Context: an optimization exercise on an open-source flow, tuned for small area. The choices shown serve that exercise and are no tape-out recipe. Only simulation tests tie the RTL to the original design; equivalence was not proved. Power and IR drop assume default switching activity.

==> flow/design.v (excerpt) <==
module uart_core (
    input wire clk,
    input wire rst_n,
    input  wire uart_rx_i,
    output wire uart_tx_o,
    input  wire uart_cts_i,
    output wire uart_rts_o,
    input wire        cfg_enable,
    input wire        cfg_rx_enable,
    input wire        cfg_tx_enable,
    input wire [31:0] cfg_baud_inc,
    input wire [ 1:0] cfg_parity_mode,
    input wire [ 1:0] cfg_stop_bits,
    input wire [ 1:0] cfg_data_bits,
    input wire        cfg_hw_flow_enable,
    input wire        ctrl_rx_fifo_clear,
    input wire        ctrl_tx_fifo_clear,
    input  wire       tx_byte_valid,
    output wire       tx_byte_ready,
    input  wire [7:0] tx_byte_data,
    output wire       rx_byte_valid,
    input  wire       rx_byte_ready,
    output wire [7:0] rx_byte_data,
    output wire rx_byte_frame_error,
    output wire rx_byte_parity_error,
    output wire rx_byte_break_detect,
    output wire [4:0] rx_fifo_level,
    output wire [4:0] tx_fifo_level,
    output wire rx_fifo_empty,
    output wire rx_fifo_full,
    output wire tx_fifo_empty,
    output wire tx_fifo_full,
    output wire rx_busy,
    output wire tx_busy,
    output wire cts_active,
    output wire rts_active,
    output wire cts_blocked,
    output wire event_rx_overrun,
    output wire event_rx_frame_error,
    output wire event_rx_parity_error,
    output wire event_rx_break_detect,
    output wire event_tx_done
);
clock: 10.0 ns
lec_check: 0
abc_area: 1
cap_margin: 20
core_margin: 2
core_utilization: 40
cts_buf_list: sky130_fd_sc_hd__clkbuf_4
slew_margin: 20
run.sh (not shown) runs the stock make flow with config.mk's settings and CLKGATE_MAP_FILE= SYNTH_SCRIPT=/design/flow/synth_recipe.tcl, a recipe that flattens the netlist after the stock synthesis.
The first run completed without violations.
Rerun with:
CORE_UTILIZATION = 60   (was 40)
CTS_BUF_LIST = not set   (was sky130_fd_sc_hd__clkbuf_4)
Result: The new run finished clean. Final area is lower slightly. Die area goes down by a quarter to a third. Routed wire length came out lower slightly. Sequential power is about the same. Global-route usage came out higher by 7.8 points. Synthesized area does not change. Utilization increases by 23 points. Worst hold slack gains 21 ps. Setup slack is worse by 220 ps. Via count decreases slightly.
Rerun with:
CORE_UTILIZATION = 40   (was 60)
CTS_BUF_LIST = sky130_fd_sc_hd__clkbuf_16   (was not set)
CTS_CLUSTER_DIAMETER = 100   (was not set)
CTS_CLUSTER_SIZE = 30   (was not set)
The new run finished clean.
Critical path depth does not change.
Area after synthesis does not change.
Final area decreases by 3.6%.
Global-route usage falls by 8.7 points.
Power decreases by about 17%.
Via count decreases by 4.5%.
Worst hold slack gets better by 25 ps.
Synthesized cell count stays the same.
Rerun with:
CTS_BUF_LIST = not set   (was sky130_fd_sc_hd__clkbuf_16)
CTS_CLUSTER_DIAMETER = not set   (was 100)
CTS_CLUSTER_SIZE = not set   (was 30)
The changed run produced a clean layout. Design area is higher by a few percent. Cell count is higher by a few percent. Synthesized area stays the same.
Rerun with:
ABC_AREA = not set   (was 1)
Effect:
- final area climbs by 1.2%
- fmax drops by 2.5%
- sequential share of layout area drops by 0.61 points
- clock-buffer cell count climbs by 1
- synthesized area climbs by 2.9%
- worst setup slack is worse by 230 ps
- final cell count drops by 9.9%
- routed wire length climbs by 11%
Rerun with:
ABC_AREA = 1   (was not set)
CTS_BUF_LIST = sky130_fd_sc_hd__clkbuf_16   (was not set)
CTS_CLUSTER_DIAMETER = 80   (was not set)
CTS_CLUSTER_SIZE = 22   (was not set)
- The new run passed the timing, design-rule and antenna checks
- setup slack gains 240 ps
- design area decreases by 4.9%
- die area decreases by 2.8%
- maximum frequency increases by 2.7%
- routed wire length decreases by 12%
- clock skew increases by 19 ps
- clock power decreases by 33%
- cell count increases by 9.2%

========
uart_core, a different RTL version from the one above (not shown whole).
For scale: about 97 I/O pins, roughly 14,000 sq um of cells after synthesis.
Settings: LEC_CHECK=0, ABC_AREA=1, CAP_MARGIN=20, CORE_MARGIN=2, CORE_UTILIZATION=40, CTS_BUF_LIST=sky130_fd_sc_hd__clkbuf_16, CTS_CLUSTER_DIAMETER=100, CTS_CLUSTER_SIZE=30, SLEW_MARGIN=20; clock period 10.0 ns.
standard.sh (not shown) runs the stock make flow with config.mk's settings and CLKGATE_MAP_FILE= SYNTH_SCRIPT=/design/flow/synth_recipe.tcl, a recipe that flattens the netlist after the stock synthesis.
==> flow/flow/run.sh <==
#!/bin/bash
# Own layout flow: the standard synthesis, then the combinational logic of its netlist
# re-mapped by ABC with an area-oriented script (registers and full adders untouched, so
# every register keeps its name and cell), then the standard layout steps, with the port
# buffers made from the smallest buffer cell. Each tool's output goes to a log file here.
set -euo pipefail
W=$PWD
R=$W/orfs/results/$FLOW_PLATFORM/uart_core/base
LIB=$FLOW_HOME/platforms/$FLOW_PLATFORM/lib/sky130_fd_sc_hd__tt_025C_1v80.lib
YOSYS=$(command -v yosys || echo "$FLOW_HOME/../tools/install/yosys/bin/yosys")

bash standard.sh synth > "$W/log_1_standard_synth.txt" 2>&1

mkdir -p "$W/reabc"
python3 flow/split_lib.py "$LIB" "$W/reabc" > "$W/log_2_split_lib.txt" 2>&1
cp "$R/1_2_yosys.v" "$W/reabc/standard_1_2_yosys.v"
cat > "$W/reabc/reabc.ys" <<YS
read_liberty -lib $W/reabc/keep.lib
read_liberty -ignore_miss_func $W/reabc/comb.lib
read_verilog $W/reabc/standard_1_2_yosys.v
hierarchy -check -top $FLOW_TOP
flatten
opt_clean
abc -liberty $LIB $(for c in sky130_fd_sc_hd__probe_p_8 sky130_fd_sc_hd__probec_p_8 '*lpflow*'; do printf -- '-dont_use %s ' "$c"; done) -script $W/flow/area.abc
read_liberty -lib -ignore_redef $LIB
opt_clean -purge
hilomap -singleton -hicell sky130_fd_sc_hd__conb_1 HI -locell sky130_fd_sc_hd__conb_1 LO
splitnets
opt_clean -purge
insbuf -buf sky130_fd_sc_hd__buf_4 A X
check -assert
stat -liberty $LIB
write_verilog -noattr -nohex -nodec $W/reabc/1_2_yosys.v
YS
"$YOSYS" -s "$W/reabc/reabc.ys" > "$W/log_3_reabc.txt" 2>&1
cp "$W/reabc/1_2_yosys.v" "$R/1_2_yosys.v"

bash standard.sh BUFFER_PORTS_ARGS="-buffer_cell sky130_fd_sc_hd__buf_1" finish > "$W/log_4_standard_layout.txt" 2>&1
==> flow/flow/area.abc <==
&get -n
&st
&dch
&nf -R 1000
&put
topo
dnsize -c
==> flow/flow/split_lib.py <==
#!/usr/bin/env python3
"""Split the platform liberty into keep.lib (sequential cells and full adders: left as
they are) and comb.lib (other cells: read with their functions so ABC can re-map them)."""
import re, sys
src, out = sys.argv[1], sys.argv[2]
txt = open(src).read()
idx = [m.start() for m in re.finditer(r'\n\s*cell\s*\(', txt)]
head = txt[:idx[0]]
cells = []
for i, s in enumerate(idx):
    e = idx[i + 1] if i + 1 < len(idx) else txt.rfind('}')
    cells.append(txt[s:e])
def name(c):
    return re.search(r'cell\s*\(\s*"?(\w+)', c).group(1)
def keep(c):
    return re.search(r'\b(ff|latch|statetable)\s*\(', c) or re.search(r'__fa_\d', name(c))
open(out + '/keep.lib', 'w').write(head + ''.join(c for c in cells if keep(c)) + '\n}\n')
open(out + '/comb.lib', 'w').write(head + ''.join(c for c in cells if not keep(c)) + '\n}\n')
Then changed:
==> flow/flow/area.abc (replaced) <==
&get -n
&st
&deepsyn -T 60
&dch
&nf -R 1000
&put
topo
dnsize -c
What happened:
- register-to-register slack improves by 0.06 ns
- setup slack improves by 0.040 ns
- sequential power fell by about 6%
- fmax rose by 0.42%
- area after synthesis fell by about 0.8%
Then changed:
--- a/flow/flow/run.sh
+++ b/flow/flow/run.sh
@@ -3 +3 @@
-# re-mapped by ABC with an area-oriented script (registers and full adders untouched, so
+# re-mapped by ABC with an area-oriented script (registers, full and half adders untouched, so
==> flow/flow/area.abc (replaced) <==
&get -n
&st
&dch
&nf -R 1000
&put
topo
dnsize -c
--- a/flow/flow/split_lib.py
+++ b/flow/flow/split_lib.py
@@ -2 +2 @@
-"""Split the platform liberty into keep.lib (sequential cells and full adders: left as
+"""Split the platform liberty into keep.lib (sequential cells, full and half adders: left as
@@ -16 +16 @@
-    return re.search(r'\b(ff|latch|statetable)\s*\(', c) or re.search(r'__fa_\d', name(c))
+    return re.search(r'\b(ff|latch|statetable)\s*\(', c) or re.search(r'__(fa|ha)_\d', name(c))
--- a/flow/config.mk
+++ b/flow/config.mk
@@ -11 +11 @@
-export CORE_UTILIZATION = 40
+export CORE_UTILIZATION = 60
Setup slack gains 0.24 ns.
Wire length falls by 4.7%.
Cell area came out higher by 0.57%.
Non-clock buffer count went down by 1.
Synthesized area is higher by 2.0%.
Then changed:
--- a/flow/flow/run.sh
+++ b/flow/flow/run.sh
@@ -3 +3 @@
-# re-mapped by ABC with an area-oriented script (registers, full and half adders untouched, so
+# re-mapped by ABC with an area-oriented script (registers and full adders untouched, so
@@ -5 +5,3 @@
-# buffers made from the smallest buffer cell. Each tool's output goes to a log file here.
+# buffers made from the smallest buffer cell and a clock tree of clkbuf_16 leaves (clusters of at
+# most 30 registers), clkbuf_8 root and tree buffers and no dummy loads. Each tool's output goes to
+# a log file here.
@@ -38 +40,3 @@
-bash standard.sh BUFFER_PORTS_ARGS="-buffer_cell sky130_fd_sc_hd__buf_1" finish > "$W/log_4_standard_layout.txt" 2>&1
+CTS="-sink_clustering_enable -repair_clock_nets -sink_clustering_size 30 -sink_clustering_max_diameter 100"
+CTS="$CTS -buf_list sky130_fd_sc_hd__clkbuf_16 -root_buf sky130_fd_sc_hd__clkbuf_8 -tree_buf sky130_fd_sc_hd__clkbuf_8 -dont_use_dummy_load"
+bash standard.sh BUFFER_PORTS_ARGS="-buffer_cell sky130_fd_sc_hd__buf_1" CTS_ARGS="$CTS" finish > "$W/log_4_standard_layout.txt" 2>&1
==> flow/flow/area.abc (replaced) <==
&get -n
&st
&deepsyn -T 60
&dch
&nf -R 1000
&put
topo
dnsize -c
--- a/flow/flow/split_lib.py
+++ b/flow/flow/split_lib.py
@@ -2 +2 @@
-"""Split the platform liberty into keep.lib (sequential cells, full and half adders: left as
+"""Split the platform liberty into keep.lib (sequential cells and full adders: left as
@@ -16 +16 @@
-    return re.search(r'\b(ff|latch|statetable)\s*\(', c) or re.search(r'__(fa|ha)_\d', name(c))
+    return re.search(r'\b(ff|latch|statetable)\s*\(', c) or re.search(r'__fa_\d', name(c))
--- a/flow/config.mk
+++ b/flow/config.mk
@@ -11 +11 @@
-export CORE_UTILIZATION = 60
+export CORE_UTILIZATION = 30
@@ -14,0 +15 @@
+export PLACE_DENSITY = 0.8
After rerunning: The new run completed without violations; worst hold slack gains 0.015 ns; design area went down by 0.63%; core utilization went down by 33 points; global-route usage went down by 10 points; setup slack loses 0.20 ns; power went down by 16%; die area went up by 93%; clock-buffer cell count went down by 1.
Then changed:
--- a/flow/flow/run.sh
+++ b/flow/flow/run.sh
@@ -5,3 +5 @@
-# buffers made from the smallest buffer cell and a clock tree of clkbuf_16 leaves (clusters of at
-# most 30 registers), clkbuf_8 root and tree buffers and no dummy loads. Each tool's output goes to
-# a log file here.
+# buffers made from the smallest buffer cell. Each tool's output goes to a log file here.
@@ -41 +39 @@
-CTS="$CTS -buf_list sky130_fd_sc_hd__clkbuf_16 -root_buf sky130_fd_sc_hd__clkbuf_8 -tree_buf sky130_fd_sc_hd__clkbuf_8 -dont_use_dummy_load"
+CTS="$CTS -buf_list sky130_fd_sc_hd__clkbuf_16 -dont_use_dummy_load"
--- a/flow/config.mk
+++ b/flow/config.mk
@@ -11 +11 @@
-export CORE_UTILIZATION = 30
+export CORE_UTILIZATION = 40
Result: Total power rises by about 1%; synthesized cell count is unchanged; sequential power hardly moves; design area is lower by about 1.2%; setup slack got worse by 0.12 ns; utilization rose by 10 points; global-route usage went up by 3.7 points; final cell count fell by about 8%; fmax went down by 1.3%; die area fell by 25%.

[separate check: timing with driven ports]
The flow's constraints put no driver on any port. The routed layouts listed below were extracted and timed again, unchanged, in two steps. Step 1: set_driving_cell puts a clkbuf_16 on clk and a buf_2 on each other input, an assumption about the parent block. Step 2 also shifts input and output timing later by t, the mid clock arrival at the registers, as if the neighbouring blocks saw the same clock. a / b / c = ideal / step 1 / step 2; a / b = the first two.
run	t, ns	setup slack, ns	worst data-port slew with drivers (ns)
the first run of note 1	0.784	1.194 / 1.216 / 0.432	0.05
the second run of note 1	0.574	0.979 / 1.008 / 0.434	0.05
the third run of note 1	0.568	0.964 / 0.993 / 0.425	0.05
the fourth run of note 1	0.595	0.971 / 1.002 / 0.407	0.05
the fifth run of note 1	0.599	0.739 / 0.766 / 0.167	0.05
the sixth run of note 1	0.582	0.982 / 1.012 / 0.430	0.05
the first run of note 2	0.564	0.471 / 0.500 / -0.064	0.06
the second run of note 2	0.565	0.512 / 0.538 / -0.027	0.07
the third run of note 2	0.551	0.756 / 0.785 / 0.234	0.05
the fourth run of note 2	0.611	0.559 / 0.584 / -0.027	0.08
the fifth run of note 2	0.545	0.435 / 0.461 / -0.084	0.07
Met with ideal ports but missed after step 2: setup timing in the first run of note 2, the second run of note 2, the fourth run of note 2 and the fifth run of note 2. The setup slack of the first run of note 1, which loses most, moves by +0.022 ns with the drivers and by -0.762 ns with both steps.
